From an optimization exercise on the open Yosys and OpenROAD flow, aimed at small area and a short achievable clock period; shortcuts taken in it are not production practice.
RTL that was checked went through simulation tests only; none was proved equivalent to the original.
Power and IR drop assume default switching activity.

==> cedar: inputs <==
// top
module top (
  input  logic        clk,
  input  logic        rst_n,
  input  logic [15:0] setpoint,
  input  logic [15:0] feedback,
  input  logic [15:0] Kp,
  input  logic [15:0] Ki,
  input  logic [15:0] Kd,
  input  logic [15:0] clk_prescaler,
  output logic [15:0] control_signal
);
==> flow/config.mk <==
export PLATFORM = sky130hd
export DESIGN_NAME = top
export DESIGN_NICKNAME = top
export VERILOG_FILES = /design/flow/design.v
export SDC_FILE = /design/flow/constraint.sdc
export NUM_CORES = 4
export LEC_CHECK = 0
export CAP_MARGIN = 20
export CORE_MARGIN = 2
export CORE_UTILIZATION = 40
export CTS_BUF_LIST = sky130_fd_sc_hd__clkbuf_4 sky130_fd_sc_hd__clkbuf_8
export CTS_CLUSTER_SIZE = 40
export SETUP_SLACK_MARGIN = 5
export SLEW_MARGIN = 20
export SYNTH_HIERARCHICAL = 1
export SYNTH_MINIMUM_KEEP_SIZE = 0
==> flow/constraint.sdc <==
create_clock -name core_clock -period 12.5 [get_ports {clk}]
set_input_delay 2.5000 -clock core_clock [delete_from_list [all_inputs] [get_ports {clk}]]
set_output_delay 2.5000 -clock core_clock [all_outputs]
set_load 0.01 [all_outputs]
standard.sh (not shown) runs the stock make flow with config.mk's settings and CLKGATE_MAP_FILE= SYNTH_SCRIPT=/design/flow/synth_recipe.tcl, a recipe that flattens the netlist after the stock synthesis.
==> flow/flow/run.sh <==
#!/bin/bash
# The standard layout, with the port buffers made of plain buf_1 cells
# instead of the delay buffers buffer_ports picks on its own, and a larger
# setup margin for timing repair.
set -euo pipefail
export BUFFER_PORTS_ARGS="-buffer_cell sky130_fd_sc_hd__buf_1"
bash standard.sh SETUP_SLACK_MARGIN=6.5 finish > standard.log 2>&1
==> harbor (differences from cedar) <==
Settings changed: CTS_BUF_LIST sky130_fd_sc_hd__clkbuf_4 sky130_fd_sc_hd__clkbuf_8 to not set, CTS_CLUSTER_SIZE 40 to not set.
==> metrics.md <==
| Metric | Value |
|---|---|
| Status | `no timing/DRC/antenna violations` |
| WHS | `0.477 ns` |
| Cell count of the worst reg-to-reg path | `11` |
| Final instance area | `18300 um^2` |
| Most frequent cells in the layout | `216 x a22o_1, 208 x xnor2_1, 194 x fa_1` |
| Layout clock area frac | `3.09%` |
Source of the figures above: harbor

==> metrics.md <==
| Metric | Value |
|---|---|
| Status | `no timing/DRC/antenna violations` |
| Most frequent cells in the layout | `216 x a22o_1, 210 x xnor2_1, 198 x fa_1` |
| Total Power | `5120 uW` |
| Unrepaired setup endpoints after global routing | `true` |
| Period Utilization, post-route | `48.4%` |
| Final instance area | `18200 um^2` |
| WHS | `0.481 ns` |
| Post-synthesis mux area share | `2.88%` |
| Well-tap cell count | `511` |
Source of the figures above: cedar


* * *

==> run a <==
Another version of the RTL of top (not shown whole).
clock: 12.5 ns
lec_check: 0
abc_area: 1
cap_margin: 20
core_margin: 2
core_utilization: 40
setup_slack_margin: 5
slew_margin: 20
synth_hierarchical: 1
synth_minimum_keep_size: 0
Scripts as last shown in full above: flow/flow/run.sh
==> inputs of run b, as changes to run a <==
--- a/flow/flow/run.sh
+++ b/flow/flow/run.sh
@@ -6,2 +6,2 @@
 export BUFFER_PORTS_ARGS="-buffer_cell sky130_fd_sc_hd__buf_1"
-bash standard.sh SETUP_SLACK_MARGIN=6.5 finish > standard.log 2>&1
+bash standard.sh SETUP_SLACK_MARGIN=7.5 finish > standard.log 2>&1
==> summary.md <==
| Metric | Value |
|---|---|
| Fin crit share | `44.7%` |
| Design area | `around 22000 sq um` |
| VDD IR max | `slightly below 0.3 mV` |
| GRT Util Overall | `25.8%` |
| FF-to-FF End | `u_dut.C3[14]` |
| CP startpoint | `u_dut.smp` |
| Status | `complete, no violations` |
| Max_slew headroom | `17.7%` |
| Leak Pwr | `~11 nW` |
the above is filed under run b

==> summary.md <==
| Metric | Value |
|---|---|
| GRT Util Overall | `23.1%` |
| Max_slew headroom | `approximately a quarter` |
| CP startpoint | `Kd[5]` |
| VDD IR max | `about 0.36 mV` |
| FF-to-FF End | `u_dut.C3[15]` |
| Design area | `~19000 sq um` |
| Leak Pwr | `between 9 and 10 nW` |
| Status | `complete, no violations` |
| Worst Path Required | `about 13 ns` |
the above is filed under run a


* * *

==> job 1876: inputs <==
Another version of the RTL of top (not shown whole).
## top
module top (
  input  logic        clk,
  input  logic        rst_n,
  input  logic [15:0] setpoint,
  input  logic [15:0] feedback,
  input  logic [15:0] Kp,
  input  logic [15:0] Ki,
  input  logic [15:0] Kd,
  input  logic [15:0] clk_prescaler,
  output logic [15:0] control_signal
);
Settings: LEC_CHECK=0, ABC_AREA=1, CAP_MARGIN=20, CORE_MARGIN=2, CORE_UTILIZATION=40, SETUP_SLACK_MARGIN=5, SLEW_MARGIN=20, SYNTH_HIERARCHICAL=1, SYNTH_MINIMUM_KEEP_SIZE=0; clock period 12.5 ns.
==> flow/flow/run.sh <==
#!/bin/bash
# The standard layout, with the port buffers made of plain buf_1 cells
# instead of the delay buffers buffer_ports picks on its own, and a larger
# setup margin for timing repair.
set -euo pipefail
export BUFFER_PORTS_ARGS="-buffer_cell sky130_fd_sc_hd__buf_1"
bash standard.sh SETUP_SLACK_MARGIN=7.2 finish > standard.log 2>&1
==> job 778 (differences from job 1876) <==
==> flow/flow/run.sh (replaced) <==
#!/bin/bash
# The standard layout, with the port buffers made of plain buf_1 cells
# instead of the delay buffers buffer_ports picks on its own, and power
# recovery (downsizing of cells off the critical paths) after global routing.
set -euo pipefail
export BUFFER_PORTS_ARGS="-buffer_cell sky130_fd_sc_hd__buf_1"
export RECOVER_POWER=100
bash standard.sh finish > standard.log 2>&1
==> job 6903 (differences from job 1876) <==
--- a/flow/flow/run.sh
+++ b/flow/flow/run.sh
@@ -5,3 +5,3 @@
 set -euo pipefail
 export BUFFER_PORTS_ARGS="-buffer_cell sky130_fd_sc_hd__buf_1"
-bash standard.sh SETUP_SLACK_MARGIN=7.2 finish > standard.log 2>&1
+bash standard.sh SETUP_SLACK_MARGIN=6.5 finish > standard.log 2>&1
Settings changed: CORE_UTILIZATION 40 to 55.
==> summary.txt <==
The lowest clock skew belongs to job 1876, the highest to job 6903. Between job 1876 and job 778, the lower critical path depth is in job 778 (gap 5). The highest final cell count belongs to job 1876, the lowest to job 6903. Sequential cell count is the same in job 778 and job 6903. Combinational power, lowest first: job 778, job 6903, job 1876. Clock power: job 778 > job 6903 > job 1876. Register-to-register slack: job 778 < job 6903 < job 1876. Synthesized area is the same in job 6903 and job 778. Job 6903 ran to the end with no violations. Job 778 ran to the end with violations: max-capacitance violations, max-slew violations. Job 1876 went through all stages and came out clean.
==> figures <==
                                                                    job 6903                                          job 778    job 1876
Run status                                  no timing/DRC/antenna violations                                  failed layout checks  no timing/DRC/antenna violations
Layout check failures                                                      -  max-capacitance violations, max-slew violations           -
Relative area of clock buffers and inverters in the final design      0.0165                                           0.0192      0.0155
Number of gates resized after cts                                        140                                                2         151
LEAKAGE                                                              9.64 nW                                          8.93 nW     9.84 nW
Sw Ratio                                                               0.487                                            0.496       0.484
Slowest stage cell, crit path                                           fa_1                                          xnor2_1        fa_1
Final period utilization                                               0.512                                            0.698       0.512
#MultiIn Comb                                                           1550                                             1548        1548
Detailed-route via count                                               13600                                            12900       13600
Total number of placement rows                                            61                                               72          72
Worst slack, placed                                                  5110 ps                                          4400 ps     5070 ps
Starting density of the core                                           0.561                                            0.405       0.405
Final #Nets                                                             2494                                             2408        2520
Via count of the first global-routing pass                             13700                                            13200       13700
Met2 usage                                                             0.540                                            0.372       0.431
Max rail drop VDD                                                 0.000147 V                                       0.000158 V  0.000139 V
Final cell count without fillers                                        2480                                             2534        2646
Worst path setup slack after routing                                 6100 ps                                          3770 ps     6100 ps

* * *

==> inputs of run A <==
top again, from the RTL that the note above started with.
export LEC_CHECK = 0
export ABC_AREA = 1
export CAP_MARGIN = 20
export CORE_MARGIN = 2
export CORE_UTILIZATION = 40
export SETUP_SLACK_MARGIN = 5
export SLEW_MARGIN = 20
export SYNTH_HIERARCHICAL = 1
export SYNTH_MINIMUM_KEEP_SIZE = 0
create_clock -name core_clock -period 12.5 [get_ports {clk}]
==> flow/flow/run.sh <==
#!/bin/bash
# The standard layout, with the port buffers made of plain buf_1 cells
# instead of the delay buffers buffer_ports picks on its own, and a larger
# setup margin for timing repair.
set -euo pipefail
export BUFFER_PORTS_ARGS="-buffer_cell sky130_fd_sc_hd__buf_1"
bash standard.sh SETUP_SLACK_MARGIN=8 finish > standard.log 2>&1
==> inputs of run Z, as changes to run A <==
==> flow/flow/run.sh (replaced) <==
#!/bin/bash
# The standard layout, with the port buffers made of plain buf_2 cells
# instead of the delay buffers buffer_ports picks on its own.
set -euo pipefail
export BUFFER_PORTS_ARGS="-buffer_cell sky130_fd_sc_hd__buf_2"
bash standard.sh finish > standard.log 2>&1
==> inputs of run D, as changes to run A <==
==> flow/run.sh (new file) <==
#!/bin/bash
# synth_recipe.tcl (not shown) runs the flow's synth.tcl, then flattens the netlist and writes it again
# the make line also repeats each setting of config.mk as NAME=value (left out here)
make -C /OpenROAD-flow-scripts/flow DESIGN_CONFIG=/design/flow/config.mk WORK_HOME=/design/flow/orfs CLKGATE_MAP_FILE= SYNTH_SCRIPT=/design/flow/synth_recipe.tcl finish
removed: flow/flow/run.sh
removed: flow/standard.sh
==> summary.txt <==
                                                                  run D      run A       run Z
Outcome                                no timing/DRC/antenna violations  no timing/DRC/antenna violations  no timing/DRC/antenna violations
Register fraction of the total cell area                          0.134      0.119       0.142
Clk_skew                                                      0.0200 ns  0.0163 ns  0.00941 ns
Slew at the pin with the worst max-slew slack                   1.09 ns    1.21 ns     1.19 ns
Post_cts resized                                                     14        221           3
GR Util met3                                                     0.0397     0.0453      0.0484
Worst path required time                                       12.75 ns   12.75 ns    12.73 ns
Average wire per standard cell                                  18.3 um    19.0 um     18.8 um
Routed wire length                                             47000 um   50300 um    47700 um
Routing usage on met1                                             0.322      0.330       0.331
Number of global-route vias before repair                         13262      13992       12977
Cell internal pwr                                               1760 uW    1940 uW     1610 uW
Total Power                                                     3320 uW    3740 uW     3140 uW
Total inserted antenna cells                                          1          0           0
Fraction of standard cell area in multi-input logic               0.679      0.698       0.710
Multi-input comb cells                                             1548       1549        1548
Clock buffers and inverters, area share                          0.0178     0.0150      0.0187
Maximum number of pins on one net before global-route repair         67         75          69

* * *

==> try-lagoon <==
Another version of the RTL of top (not shown whole).
export LEC_CHECK = 0
export CAP_MARGIN = 20
export CORE_MARGIN = 2
export CORE_UTILIZATION = 40
export CTS_BUF_LIST = sky130_fd_sc_hd__clkbuf_2 sky130_fd_sc_hd__clkbuf_4 sky130_fd_sc_hd__clkbuf_8
export CTS_CLUSTER_DIAMETER = 100
export CTS_CLUSTER_SIZE = 60
export SETUP_SLACK_MARGIN = 5
export SLEW_MARGIN = 20
export SYNTH_HIERARCHICAL = 1
export SYNTH_MINIMUM_KEEP_SIZE = 0
create_clock -name core_clock -period 12.5 [get_ports {clk}]
==> flow/flow/run.sh <==
#!/bin/bash
# The standard layout, with the port buffers made of plain buf_1 cells
# instead of the delay buffers buffer_ports picks on its own, and a larger
# setup margin for timing repair.
set -euo pipefail
export BUFFER_PORTS_ARGS="-buffer_cell sky130_fd_sc_hd__buf_1"
bash standard.sh SETUP_SLACK_MARGIN=6.5 finish > standard.log 2>&1
==> try-tundra: changes against try-lagoon <==
==> flow/run.sh (new file) <==
#!/bin/bash
# synth_recipe.tcl (not shown) runs the flow's synth.tcl, then flattens the netlist and writes it again
# the make line also repeats each setting of config.mk as NAME=value (left out here)
make -C /OpenROAD-flow-scripts/flow DESIGN_CONFIG=/design/flow/config.mk WORK_HOME=/design/flow/orfs CLKGATE_MAP_FILE= SYNTH_SCRIPT=/design/flow/synth_recipe.tcl finish
--- a/flow/config.mk
+++ b/flow/config.mk
@@ -10,5 +10,4 @@
 export CORE_UTILIZATION = 40
-export CTS_BUF_LIST = sky130_fd_sc_hd__clkbuf_2 sky130_fd_sc_hd__clkbuf_4 sky130_fd_sc_hd__clkbuf_8
-export CTS_CLUSTER_DIAMETER = 100
-export CTS_CLUSTER_SIZE = 60
+export CTS_BUF_LIST = sky130_fd_sc_hd__clkbuf_4 sky130_fd_sc_hd__clkbuf_8
+export CTS_CLUSTER_SIZE = 40
 export SETUP_SLACK_MARGIN = 5
removed: flow/flow/run.sh
removed: flow/standard.sh
==> try-quartz: changes against try-lagoon <==
--- a/flow/flow/run.sh
+++ b/flow/flow/run.sh
@@ -6,2 +6,2 @@
 export BUFFER_PORTS_ARGS="-buffer_cell sky130_fd_sc_hd__buf_1"
-bash standard.sh SETUP_SLACK_MARGIN=6.5 finish > standard.log 2>&1
+bash standard.sh SETUP_SLACK_MARGIN=6.5 SETUP_MOVE_SEQUENCE=unbuffer,sizeup,swap,buffer finish > standard.log 2>&1
--- a/flow/config.mk
+++ b/flow/config.mk
@@ -10,5 +10,4 @@
 export CORE_UTILIZATION = 40
-export CTS_BUF_LIST = sky130_fd_sc_hd__clkbuf_2 sky130_fd_sc_hd__clkbuf_4 sky130_fd_sc_hd__clkbuf_8
-export CTS_CLUSTER_DIAMETER = 100
-export CTS_CLUSTER_SIZE = 60
+export CTS_BUF_LIST = sky130_fd_sc_hd__clkbuf_4 sky130_fd_sc_hd__clkbuf_8
+export CTS_CLUSTER_SIZE = 40
 export SETUP_SLACK_MARGIN = 5
==> summary.txt <==
item	try-lagoon	try-quartz	try-tundra
Fraction of final layout cells sized beyond drive strength 1	17.5%	18.0%	9.84%
Ratio of routed vias to standard cells	5.44	5.41	5.40
Comb power frac	77.2%	77.4%	77.2%
Run status	no timing/DRC/antenna violations	no timing/DRC/antenna violations	no timing/DRC/antenna violations
Slowest stage cell on the critical path	sky130_fd_sc_hd__fa_1	sky130_fd_sc_hd__dfrtp_4	sky130_fd_sc_hd__xnor2_1
Post-Layout Inst Area	18,200 sq um	18,300 sq um	17,900 sq um
Worst relative slew slack	32.5%	33.9%	24.7%
Power dissipated in sequential cells	0.548 mW	0.549 mW	0.547 mW
Area grow syn2layout	16.9%	17.0%	14.6%
Number of DRC markers in iteration 0	884	833	711
Worst skew pair latency	0.46 ns	0.46 ns	0.45 ns
Cell area after placement	16,900 sq um	16,900 sq um	17,400 sq um
HPWL Detailed	34,800 microns	34,800 microns	34,900 microns
Critical path type	in -> reg	reg -> reg	in -> reg
Power in the clock group	0.361 mW	0.360 mW	0.388 mW
Peak Freq	0.168 GHz	0.167 GHz	0.137 GHz
Final core area utilization	47.3%	47.3%	46.4%
Detailed-routing wirelength on met1	19,200 microns	18,800 microns	18,900 microns
Clock share of power	9.1%	8.9%	9.5%

* * *

==> build 92: inputs <==
Starting RTL as in the previous note.
clock: 12.5 ns
lec_check: 0
cap_margin: 20
core_margin: 2
core_utilization: 40
setup_slack_margin: 5
slew_margin: 20
synth_hierarchical: 1
synth_minimum_keep_size: 0
==> flow/flow/run.sh <==
#!/bin/bash
# The standard layout, with the port buffers made of plain buf_1 cells
# instead of the delay buffers buffer_ports picks on its own, and a larger
# setup margin for timing repair.
set -euo pipefail
export BUFFER_PORTS_ARGS="-buffer_cell sky130_fd_sc_hd__buf_1"
bash standard.sh SETUP_SLACK_MARGIN=6.5 finish > standard.log 2>&1
==> inputs of trial 13, as changes to build 92 <==
--- a/flow/design.v
+++ b/flow/design.v
@@ -141,13 +141,14 @@
   pid_pg u_e_pg13 (.a(setpoint[13]), .b(~feedback[13]), .g(e_g13), .p(e_p13));
   wire e_p14, e_g14;
   pid_pg u_e_pg14 (.a(setpoint[14]), .b(~feedback[14]), .g(e_g14), .p(e_p14));
   wire e_p15, e_g15;
   pid_pg u_e_pg15 (.a(setpoint[15]), .b(~feedback[15]), .g(e_g15), .p(e_p15));
+  wire e_g0c = setpoint[0] | ~feedback[0];
   wire [15:0] e_c;
-  pid_carry16 u_e_cy (.g({e_g15, e_g14, e_g13, e_g12, e_g11, e_g10, e_g9, e_g8, e_g7, e_g6, e_g5, e_g4, e_g3, e_g2, e_g1, e_g0}), .p({e_p15, e_p14, e_p13, e_p12, e_p11, e_p10, e_p9, e_p8, e_p7, e_p6, e_p5, e_p4, e_p3, e_p2, e_p1, e_p0}), .ci(1'b1), .c(e_c));
-  wire [15:0] e = {e_p15, e_p14, e_p13, e_p12, e_p11, e_p10, e_p9, e_p8, e_p7, e_p6, e_p5, e_p4, e_p3, e_p2, e_p1, e_p0} ^ e_c;
+  pid_carry16 u_e_cy (.g({e_g15, e_g14, e_g13, e_g12, e_g11, e_g10, e_g9, e_g8, e_g7, e_g6, e_g5, e_g4, e_g3, e_g2, e_g1, e_g0c}), .p({e_p15, e_p14, e_p13, e_p12, e_p11, e_p10, e_p9, e_p8, e_p7, e_p6, e_p5, e_p4, e_p3, e_p2, e_p1, e_p0}), .ci(1'b0), .c(e_c));
+  wire [15:0] e = {e_p15, e_p14, e_p13, e_p12, e_p11, e_p10, e_p9, e_p8, e_p7, e_p6, e_p5, e_p4, e_p3, e_p2, e_p1, e_p0} ^ {e_c[15:1], 1'b1};
   wire ksum_p0, ksum_g0;
   pid_pg u_ksum_pg0 (.a(kpg[0]), .b(kdg[0]), .g(ksum_g0), .p(ksum_p0));
   wire ksum_p1, ksum_g1;
   pid_pg u_ksum_pg1 (.a(kpg[1]), .b(kdg[1]), .g(ksum_g1), .p(ksum_p1));
   wire ksum_p2, ksum_g2;
--- a/flow/config.mk
+++ b/flow/config.mk
@@ -6,9 +6,11 @@
 export NUM_CORES = 4
 export LEC_CHECK = 0
 export CAP_MARGIN = 20
 export CORE_MARGIN = 2
 export CORE_UTILIZATION = 40
+export CTS_BUF_LIST = sky130_fd_sc_hd__clkbuf_4 sky130_fd_sc_hd__clkbuf_8
+export CTS_CLUSTER_SIZE = 40
 export SETUP_SLACK_MARGIN = 5
 export SLEW_MARGIN = 20
 export SYNTH_HIERARCHICAL = 1
 export SYNTH_MINIMUM_KEEP_SIZE = 0
==> comparison table <==
	trial 13	build 92
Cell count after placement	2,001	1,999
Psw	2017 uW	2018 uW
Utilization of the core after routing	47.63%	48.04%
Highest clock rate	0.1688 GHz	0.1682 GHz
Final RePlAce weighted congestion	0.9088	0.8721
Clock network area share	2.344%	3.175%
Number of buffers added for setup after CTS	23	38
Lkg Pwr	0.008543 uW	0.008548 uW
Vias in the first global route	11,965	11,818
Reported combinational group power	3150 uW	3110 uW
Maximum number of pins on one net before global-route repair	61	63
Power, Total	4093 uW	4149 uW
Synth-to-layout area growth	17.85%	18.71%
Routed wire length on met3	2366 um	2274 um
Transition at the pin with the smallest max-transition slack	1.039 ns	0.9526 ns
Share of power burned in combinational logic	77.0%	74.9%
Layout buffering overhead excluding clock cells	6.588%	5.809%
Pre-CTS setup slack	5.454 ns	5.385 ns
Outcome	no timing/DRC/antenna violations	no timing/DRC/antenna violations
Ant. Diodes	0	1
Function not checked in trial 13: the RTL went through the layout flow alone.

-- re-timing with driven ports --
Ports are ideal in the flow. The routed layouts listed here were re-timed in OpenROAD.
Step 1 assumes that a clkbuf_16 drives the clock port and a buf_2 every other input.
Step 2 adds t to the input delays and takes it off the output delays; t is the mean of the earliest and latest rising clock arrival at the registers after step 1. Input paths then give back, and output paths get back, about the clock's delay inside the block.
Slacks: no drivers / after step 1 / after step 2; pairs: no drivers / after step 1.
run | t (ns) | setup slack, ns | worst hold slack (ns) | worst data-port slew with drivers (ns)
cedar | 0.514 | 6.445 / 6.469 / 5.955 | 0.481 / 0.481 / 0.481 | 0.04
harbor | 0.485 | 6.486 / 6.505 / 6.020 | 0.477 / 0.477 / 0.477 | 0.04
run a of note 2 | 0.484 | 6.594 / 6.569 / 6.140 | 0.496 / 0.496 / 0.496 | 0.04
run b of note 2 | 0.484 | 6.907 / 6.907 / 6.426 | 0.494 / 0.494 / 0.494 | 0.05
job 1876 | 0.423 | 6.101 / 6.116 / 5.693 | 0.494 / 0.494 / 0.494 | 0.05
job 778 | 0.415 | 3.770 / 3.798 / 3.382 | 0.491 / 0.491 / 0.491 | 0.04
job 6903 | 0.410 | 6.099 / 6.083 / 5.673 | 0.495 / 0.495 / 0.495 | 0.06
run A of note 4 | 0.413 | 6.096 / 6.096 / 5.683 | 0.498 / 0.498 / 0.498 | 0.05
run Z of note 4 | 0.410 | 5.181 / 5.214 / 4.804 | 0.485 / 0.485 / 0.485 | 0.05
run D of note 4 | 0.410 | 5.214 / 5.234 / 4.824 | 0.493 / 0.493 / 0.493 | 0.05
try-lagoon | 0.493 | 6.564 / 6.590 / 6.097 | 0.526 / 0.526 / 0.526 | 0.04
try-tundra | 0.481 | 5.217 / 5.235 / 4.754 | 0.483 / 0.483 / 0.483 | 0.05
try-quartz | 0.494 | 6.527 / 6.527 / 6.076 | 0.526 / 0.526 / 0.526 | 0.04
build 92 | 0.470 | 6.554 / 6.568 / 6.114 | 0.523 / 0.523 / 0.523 | 0.04
trial 13 | 0.500 | 6.575 / 6.595 / 6.094 | 0.519 / 0.519 / 0.519 | 0.03
The setup slack of cedar, which loses most, moves by +0.024 ns with the drivers and by -0.490 ns with both steps.
